From an optimization exercise on the open Yosys and OpenROAD flow, aimed at small area, a short achievable clock period and few clock cycles per item; shortcuts taken in it are not production practice. Where RTL was checked, it was by simulation tests only, not by an equivalence proof against the original. Power figures rest on the tool's default switching activity, not on a simulated workload.

==> flow/design.v <==
`timescale 1ns / 1ps
module mul_ctrl
(
    input               clk,
    input               rst_b,
    input               start,
    output reg          done,
    output reg [7:0]    g_addra,
    input      [63:0]   g_douta,
    output reg [7:0]    g_addrb,
    input      [63:0]   g_doutb,
    output reg [6:0]    h_addra,
    input      [13:0]   h_douta,
    output reg          f_wea,
    output reg [7:0]    f_addra,
    output     [63:0]   f_dina,
    input      [63:0]   f_douta
    );
localparam [3:0] IDLE  = 4'd0,
                 FILL1 = 4'd1,
                 FILL2 = 4'd2,
                 FILL3 = 4'd3,
                 RUN1  = 4'd4,   
                 RUN2  = 4'd5,   
                 RUN3  = 4'd6,   
                 RUN4  = 4'd7,   
                 FIN   = 4'd8;   
reg  [13:0] hq;
reg  [3:0]  state;
reg  [7:0]  w;           
wire [7:0]  ph  = hq[13:6];
wire [5:0]  pl  = hq[5:0];
wire        nzl = |pl;
wire        eqw = (ph == w);
wire [8:0]  dm1 = {1'b0, w} + {1'b1, ~ph};           
wire [8:0]  d0  = {1'b0, w} + {1'b1, ~ph} + 9'd1;   
wire        w158 = (w == 8'd158);
wire        p0  = (ph == 8'd0);
wire        split = (eqw & nzl) | (w158 & p0 & (pl <= 6'd12));
wire        sp_b  = (eqw & nzl & (pl <= 6'd51)) | (w158 & p0 & ~nzl);
wire [6:0]  h_inc = (h_addra == 7'd70) ? 7'd0 : h_addra + 7'd1;
wire [6:0]  h_rep = (h_addra < 7'd2) ? h_addra + 7'd69 : h_addra - 7'd2;
wire        last_term  = (h_addra == 7'd2);   
wire        first_term = (h_addra == 7'd3);   
reg  [3:0]  kind;        
reg  [8:0]  dq;          
reg  [5:0]  plq;
reg         ccq;         
reg         spbq;        
reg         firstq;
always @(posedge clk) begin
    if (!rst_b) begin
        state   <= IDLE;
        kind    <= IDLE;
    end
    else begin
        kind    <= state;
        case (state)
            IDLE:
                if (start)
                    state <= FILL1;
            FILL1:
                state <= FILL2;
            FILL2:
                state <= FILL3;
            FILL3:
                state <= RUN1;
            RUN1:
                if (split)
                    state <= RUN2;
                else if (last_term && w158)
                    state <= FIN;
            RUN2:
                state <= RUN3;
            RUN3:
                state <= RUN4;
            RUN4:
                if (last_term && w == 8'd159)
                    state <= FIN;
                else
                    state <= RUN1;
            default:
                state <= IDLE;
        endcase
    end
end
always @(posedge clk) begin
    case (state)
        FILL1:   h_addra <= 7'd1;
        FILL2:   h_addra <= 7'd2;
        FILL3:   h_addra <= 7'd3;
        RUN1:    h_addra <= split ? h_rep : h_inc;
        RUN2, RUN3, RUN4:
                 h_addra <= h_inc;
        default: h_addra <= 7'd0;
    endcase
    if (state == IDLE && start)
        w <= 8'd0;
    else if (state == RUN1 && last_term)
        w <= w + 8'd1;
end
always @(posedge clk) begin
    hq      <= h_douta;
    dq      <= nzl ? dm1 : d0;
    plq     <= pl;
    ccq     <= nzl & (pl <= 6'd51);
    spbq    <= sp_b;
    firstq  <= first_term;
end
wire        neg = dq[8];
wire [7:0]  a   = dq[7:0] + ({8{neg}} & {7'b1001111, ccq});
wire [7:0]  b   = a + 8'd1;
wire [5:0]  o   = ({6{neg}} & 6'd51) - plq;
reg         type_b;      
reg  [5:0]  off1, off2, off3;
reg  [2:0]  off4;
reg         um1, um2, um3;
reg         first1, first2, first3, first4;
always @(posedge clk) begin
    g_addra <= a;
    if (kind == RUN1)
        type_b  <= spbq;
    g_addrb <= (kind == RUN1 && !spbq) ? b : 8'd0;
    um1     <= (kind != RUN1);
    case (kind)
        RUN1:    off1 <= o;
        RUN2:    off1 <= off1 + 6'd13;
        RUN3:    off1 <= type_b ? off1 + 6'd51 : 6'd0;
        default: off1 <= 6'd0;
    endcase
    if (!rst_b)
        first1  <= 1'b0;
    else
        first1  <= (kind == RUN1 && firstq) || kind == FIN;
end
wire        wr = first3 & (w != 8'd0);
always @(posedge clk) begin
    if (!rst_b) begin
        first2  <= 1'b0;
        first3  <= 1'b0;
        f_wea   <= 1'b0;
        done    <= 1'b0;
    end
    else begin
        first2  <= first1;
        first3  <= first2;
        f_wea   <= wr;
        done    <= wr & (state == IDLE);
    end
    f_addra <= wr ? w - 8'd1 : w;
end
wire [127:0] x = {g_douta & {64{~um3}}, g_doutb};
wire [94:0]  y5 = off3[5] ? x[95:1]  : x[127:33];
wire [78:0]  y4 = off3[4] ? y5[78:0] : y5[94:16];
wire [70:0]  y3 = off3[3] ? y4[70:0] : y4[78:8];
reg  [70:0]  ya;
wire [66:0]  y2 = off4[2] ? ya[66:0] : ya[70:4];
wire [64:0]  y1 = off4[1] ? y2[64:0] : y2[66:2];
wire [63:0]  y0 = off4[0] ? y1[63:0] : y1[64:1];
reg  [63:0]  acc;
reg          m158;
wire [63:0]  acc_nx = (first4 ? f_douta : acc) ^ y0;
always @(posedge clk) begin
    off2    <= off1;
    off3    <= off2;
    off4    <= off3[2:0];
    um2     <= um1;
    um3     <= um2;
    first4  <= first3;
    ya      <= y3;
    acc     <= acc_nx & {51'h7_ffff_ffff_ffff, {13{~m158}}};
    if (first3)
        m158 <= w158;
end
assign f_dina = acc;
endmodule
`timescale 1ns / 1ps
module bike_mul
#(  parameter               G_ADDR_W = 8,
    parameter               G_DAT_W = 64,
    parameter               H_ADDR_W = 7,
    parameter               H_DAT_W = 14
    )
(
    input                   clk,
    input                   rst_b,
    input                   start,
    output                  done,
    output [G_ADDR_W-1:0]   g_addra,
    input  [G_DAT_W-1:0]    g_douta,
    output [G_ADDR_W-1:0]   g_addrb,
    input  [G_DAT_W-1:0]    g_doutb,
    output [H_ADDR_W-1:0]   h_addra,
    input  [H_DAT_W-1:0]    h_douta,
    output                  f_wea,
    output [G_ADDR_W-1:0]   f_addra,
    output [G_DAT_W-1:0]    f_dina,
    input  [G_DAT_W-1:0]    f_douta
    );
mul_ctrl mul0_ctrl (
    .clk        (clk),
    .rst_b      (rst_b),
    .start      (start),
    .done       (done),
    .g_addra    (g_addra),
    .g_douta    (g_douta),
    .g_addrb    (g_addrb),
    .g_doutb    (g_doutb),
    .h_addra    (h_addra),
    .h_douta    (h_douta),
    .f_wea      (f_wea),
    .f_addra    (f_addra),
    .f_dina     (f_dina),
    .f_douta    (f_douta)
    );
endmodule
clock: 8.0 ns
lec_check: 0
cap_margin: 20
core_margin: 2
core_utilization: 40
place_density: 0.6
setup_slack_margin: 5
slew_margin: 20
standard.sh (not shown) runs the stock make flow with config.mk's settings and CLKGATE_MAP_FILE= SYNTH_SCRIPT=/design/flow/synth_recipe.tcl, a recipe that flattens the netlist after the stock synthesis.
==> flow/flow/run.sh <==
#!/bin/bash
# The standard layout, with the port buffers made of buf_1 cells instead of
# the clkdlybuf4s50_1 cells buffer_ports picks by default, a clock tree
# without dummy loads and with clusters of up to 30 sinks, and repair_timing aiming at a 2.7 ns cycle.
set -euo pipefail
bash standard.sh "BUFFER_PORTS_ARGS=-buffer_cell sky130_fd_sc_hd__buf_1" \
  "CTS_ARGS=-sink_clustering_enable -repair_clock_nets -dont_use_dummy_load -sink_clustering_size 30 -sink_clustering_max_diameter 100" \
  "SETUP_SLACK_MARGIN=5.3" \
  finish > standard_flow.log 2>&1
Testbench counts at the start, summed over its fixed seeds: cycles 207,147, mults 18.
Change:
--- a/flow/design.v
+++ b/flow/design.v
@@ -39,8 +39,11 @@
 wire        split = (eqw & nzl) | (w158 & p0 & (pl <= 6'd12));
 wire        sp_b  = (eqw & nzl & (pl <= 6'd51)) | (w158 & p0 & ~nzl);
-wire [6:0]  h_inc = (h_addra == 7'd70) ? 7'd0 : h_addra + 7'd1;
-wire [6:0]  h_rep = (h_addra < 7'd2) ? h_addra + 7'd69 : h_addra - 7'd2;
-wire        last_term  = (h_addra == 7'd2);   
-wire        first_term = (h_addra == 7'd3);   
+reg  [6:0]  hn;
+reg  [6:0]  h_nx;
+wire [6:0]  hc    = ~hn;
+wire [6:0]  h_inc = (hc == 7'd70) ? 7'd0 : hc + 7'd1;
+wire [6:0]  h_rep = (hc < 7'd2) ? hc + 7'd69 : hc - 7'd2;
+wire        last_term  = (hc == 7'd2);   
+wire        first_term = (hc == 7'd3);   
 reg  [3:0]  kind;        
 reg  [8:0]  dq;          
@@ -85,14 +88,18 @@
     end
 end
-always @(posedge clk) begin
+always @(*) begin
     case (state)
-        FILL1:   h_addra <= 7'd1;
-        FILL2:   h_addra <= 7'd2;
-        FILL3:   h_addra <= 7'd3;
-        RUN1:    h_addra <= split ? h_rep : h_inc;
+        FILL1:   h_nx = 7'd1;
+        FILL2:   h_nx = 7'd2;
+        FILL3:   h_nx = 7'd3;
+        RUN1:    h_nx = split ? h_rep : h_inc;
         RUN2, RUN3, RUN4:
-                 h_addra <= h_inc;
-        default: h_addra <= 7'd0;
+                 h_nx = h_inc;
+        default: h_nx = 7'd0;
     endcase
+end
+always @(posedge clk) begin
+    h_addra <= h_nx;
+    hn      <= ~h_nx;
     if (state == IDLE && start)
         w <= 8'd0;
Result: Count of clock-buffer cells in the layout stays the same; routed wire length rises by 1.4%; total power rises by 2.2%; design area hardly moves; setup slack gains 0.059 ns; global-route usage rises by 0.24 points; via count is about the same; fmax rises by 2.2%; area after synthesis rises by 0.78%; sequential power rises by about 3%; die area rises by 0.76%; sequential share of layout area rises by 0.64 points; clock power rises by about 2%.
Testbench counts after the change, summed over its fixed seeds: cycles 207,147, mults 18.

---

== the baseline ==
Starts from the design.v that is shown in full above.
clock: 8.0 ns
lec_check: 0
cap_margin: 20
core_margin: 2
core_utilization: 40
place_density: 0.6
setup_slack_margin: 5
slew_margin: 20
==> flow/flow/run.sh <==
#!/bin/bash
# The standard layout, with the port buffers made of buf_1 cells instead of
# the clkdlybuf4s50_1 cells buffer_ports picks by default, a clock tree
# without dummy loads and with clusters of up to 24 sinks, and repair_timing aiming at a 2.7 ns cycle.
set -euo pipefail
bash standard.sh "BUFFER_PORTS_ARGS=-buffer_cell sky130_fd_sc_hd__buf_1" \
  "CTS_ARGS=-sink_clustering_enable -repair_clock_nets -dont_use_dummy_load -sink_clustering_size 24 -sink_clustering_max_diameter 80" \
  "SETUP_SLACK_MARGIN=5.3" \
  finish > standard_flow.log 2>&1
The baseline completed; timing, DRC and antenna clean
Testbench counts of the baseline, summed over its fixed seeds: cycles 207,147, mults 18.
Input-level comparison between the candidate and the baseline:
--- a/flow/design.v
+++ b/flow/design.v
@@ -32,16 +32,17 @@
 wire [5:0]  pl  = hq[5:0];
 wire        nzl = |pl;
 wire        eqw = (ph == w);
-wire [8:0]  dm1 = {1'b0, w} + {1'b1, ~ph};           
-wire [8:0]  d0  = {1'b0, w} + {1'b1, ~ph} + 9'd1;   
 wire        w158 = (w == 8'd158);
 wire        p0  = (ph == 8'd0);
 wire        split = (eqw & nzl) | (w158 & p0 & (pl <= 6'd12));
 wire        sp_b  = (eqw & nzl & (pl <= 6'd51)) | (w158 & p0 & ~nzl);
-wire [6:0]  h_inc = (h_addra == 7'd70) ? 7'd0 : h_addra + 7'd1;
-wire [6:0]  h_rep = (h_addra < 7'd2) ? h_addra + 7'd69 : h_addra - 7'd2;
-wire        last_term  = (h_addra == 7'd2);   
-wire        first_term = (h_addra == 7'd3);   
+reg  [6:0]  hn;
+reg  [6:0]  h_nx;
+wire [6:0]  hc    = ~hn;
+wire [6:0]  h_inc = (hc == 7'd70) ? 7'd0 : hc + 7'd1;
+wire [6:0]  h_rep = (hc < 7'd2) ? hc + 7'd69 : hc - 7'd2;
+wire        last_term  = (hc == 7'd2);   
+wire        first_term = (hc == 7'd3);   
 reg  [3:0]  kind;        
 reg  [8:0]  dq;          
 reg  [5:0]  plq;
@@ -84,16 +85,20 @@
         endcase
     end
 end
-always @(posedge clk) begin
+always @(*) begin
     case (state)
-        FILL1:   h_addra <= 7'd1;
-        FILL2:   h_addra <= 7'd2;
-        FILL3:   h_addra <= 7'd3;
-        RUN1:    h_addra <= split ? h_rep : h_inc;
+        FILL1:   h_nx = 7'd1;
+        FILL2:   h_nx = 7'd2;
+        FILL3:   h_nx = 7'd3;
+        RUN1:    h_nx = split ? h_rep : h_inc;
         RUN2, RUN3, RUN4:
-                 h_addra <= h_inc;
-        default: h_addra <= 7'd0;
+                 h_nx = h_inc;
+        default: h_nx = 7'd0;
     endcase
+end
+always @(posedge clk) begin
+    h_addra <= h_nx;
+    hn      <= ~h_nx;
     if (state == IDLE && start)
         w <= 8'd0;
     else if (state == RUN1 && last_term)
@@ -101,7 +106,7 @@
 end
 always @(posedge clk) begin
     hq      <= h_douta;
-    dq      <= nzl ? dm1 : d0;
+    dq      <= {1'b0, w} - {1'b0, ph} - {8'd0, nzl};
     plq     <= pl;
     ccq     <= nzl & (pl <= 6'd51);
     spbq    <= sp_b;
Results
Chip height: the candidate higher than the baseline. Tap cell instance count of the candidate exceeds that of the baseline slightly. Relative to the baseline, post-detailed-route via-to-cell ratio increased by 0.39% in the candidate. NOTE maximum resistive drop on vdd the baseline->the candidate increased by more than 10%. Taking the baseline as the reference, in the candidate share of layout cells above drive strength 1 was more or less identical, worst setup slack after layout dropped 0.095 ns. Delta (the candidate minus the baseline): delay contributed by the slowest stage of the critical path went up by 0.10 ns, global routing usage summed across all routing layers grew by 0.53 points, fraction of power consumed by combinational cells now larger, non-clock buffer count went up about 0.9%, number of iterations in the first detailed-routing pass -1. Looking at initial standard-cell utilization of the core, the candidate sits 0.31 points below the baseline.
Function not checked in the candidate: the RTL went through the layout flow alone.

separate check: timing with driven ports:
Ports are ideal in the flow. The routed layouts listed here were re-timed in OpenROAD.
Step 1 sets driving cells, clkbuf_16 on the clock port and buf_2 on the other inputs (assumed; they add their load-dependent delay and slew).
Step 2 moves the port delays by t, midway between the first and last clock arrival at a register: inputs arrive t later, outputs are due t later. That takes back most of the time a late clock gives input paths.
Slacks: ideal ports / drivers / drivers and shift; pairs: ideal ports / drivers.
run | t (ns) | setup WS [ns] | worst setup path after step 2 | clock arrival spread, ns | slew at the worst register clock pin (ns)
the first run of note 1 | 0.527 | 5.295 / 5.242 / 5.259 | input to register | 0.048 / 0.048 | 0.11 / 0.11
the second run of note 1 | 0.533 | 5.354 / 5.305 / 5.226 | input to register | 0.059 / 0.058 | 0.11 / 0.11
the baseline | 0.532 | 5.329 / 5.277 / 5.271 | input to register | 0.037 / 0.038 | 0.09 / 0.09
the candidate | 0.533 | 5.234 / 5.234 / 5.191 | input to register | 0.051 / 0.052 | 0.10 / 0.10
After both steps every run listed still meets setup and hold. The setup slack of the second run of note 1, which loses most, moves by -0.049 ns with the drivers and by -0.128 ns with both steps.
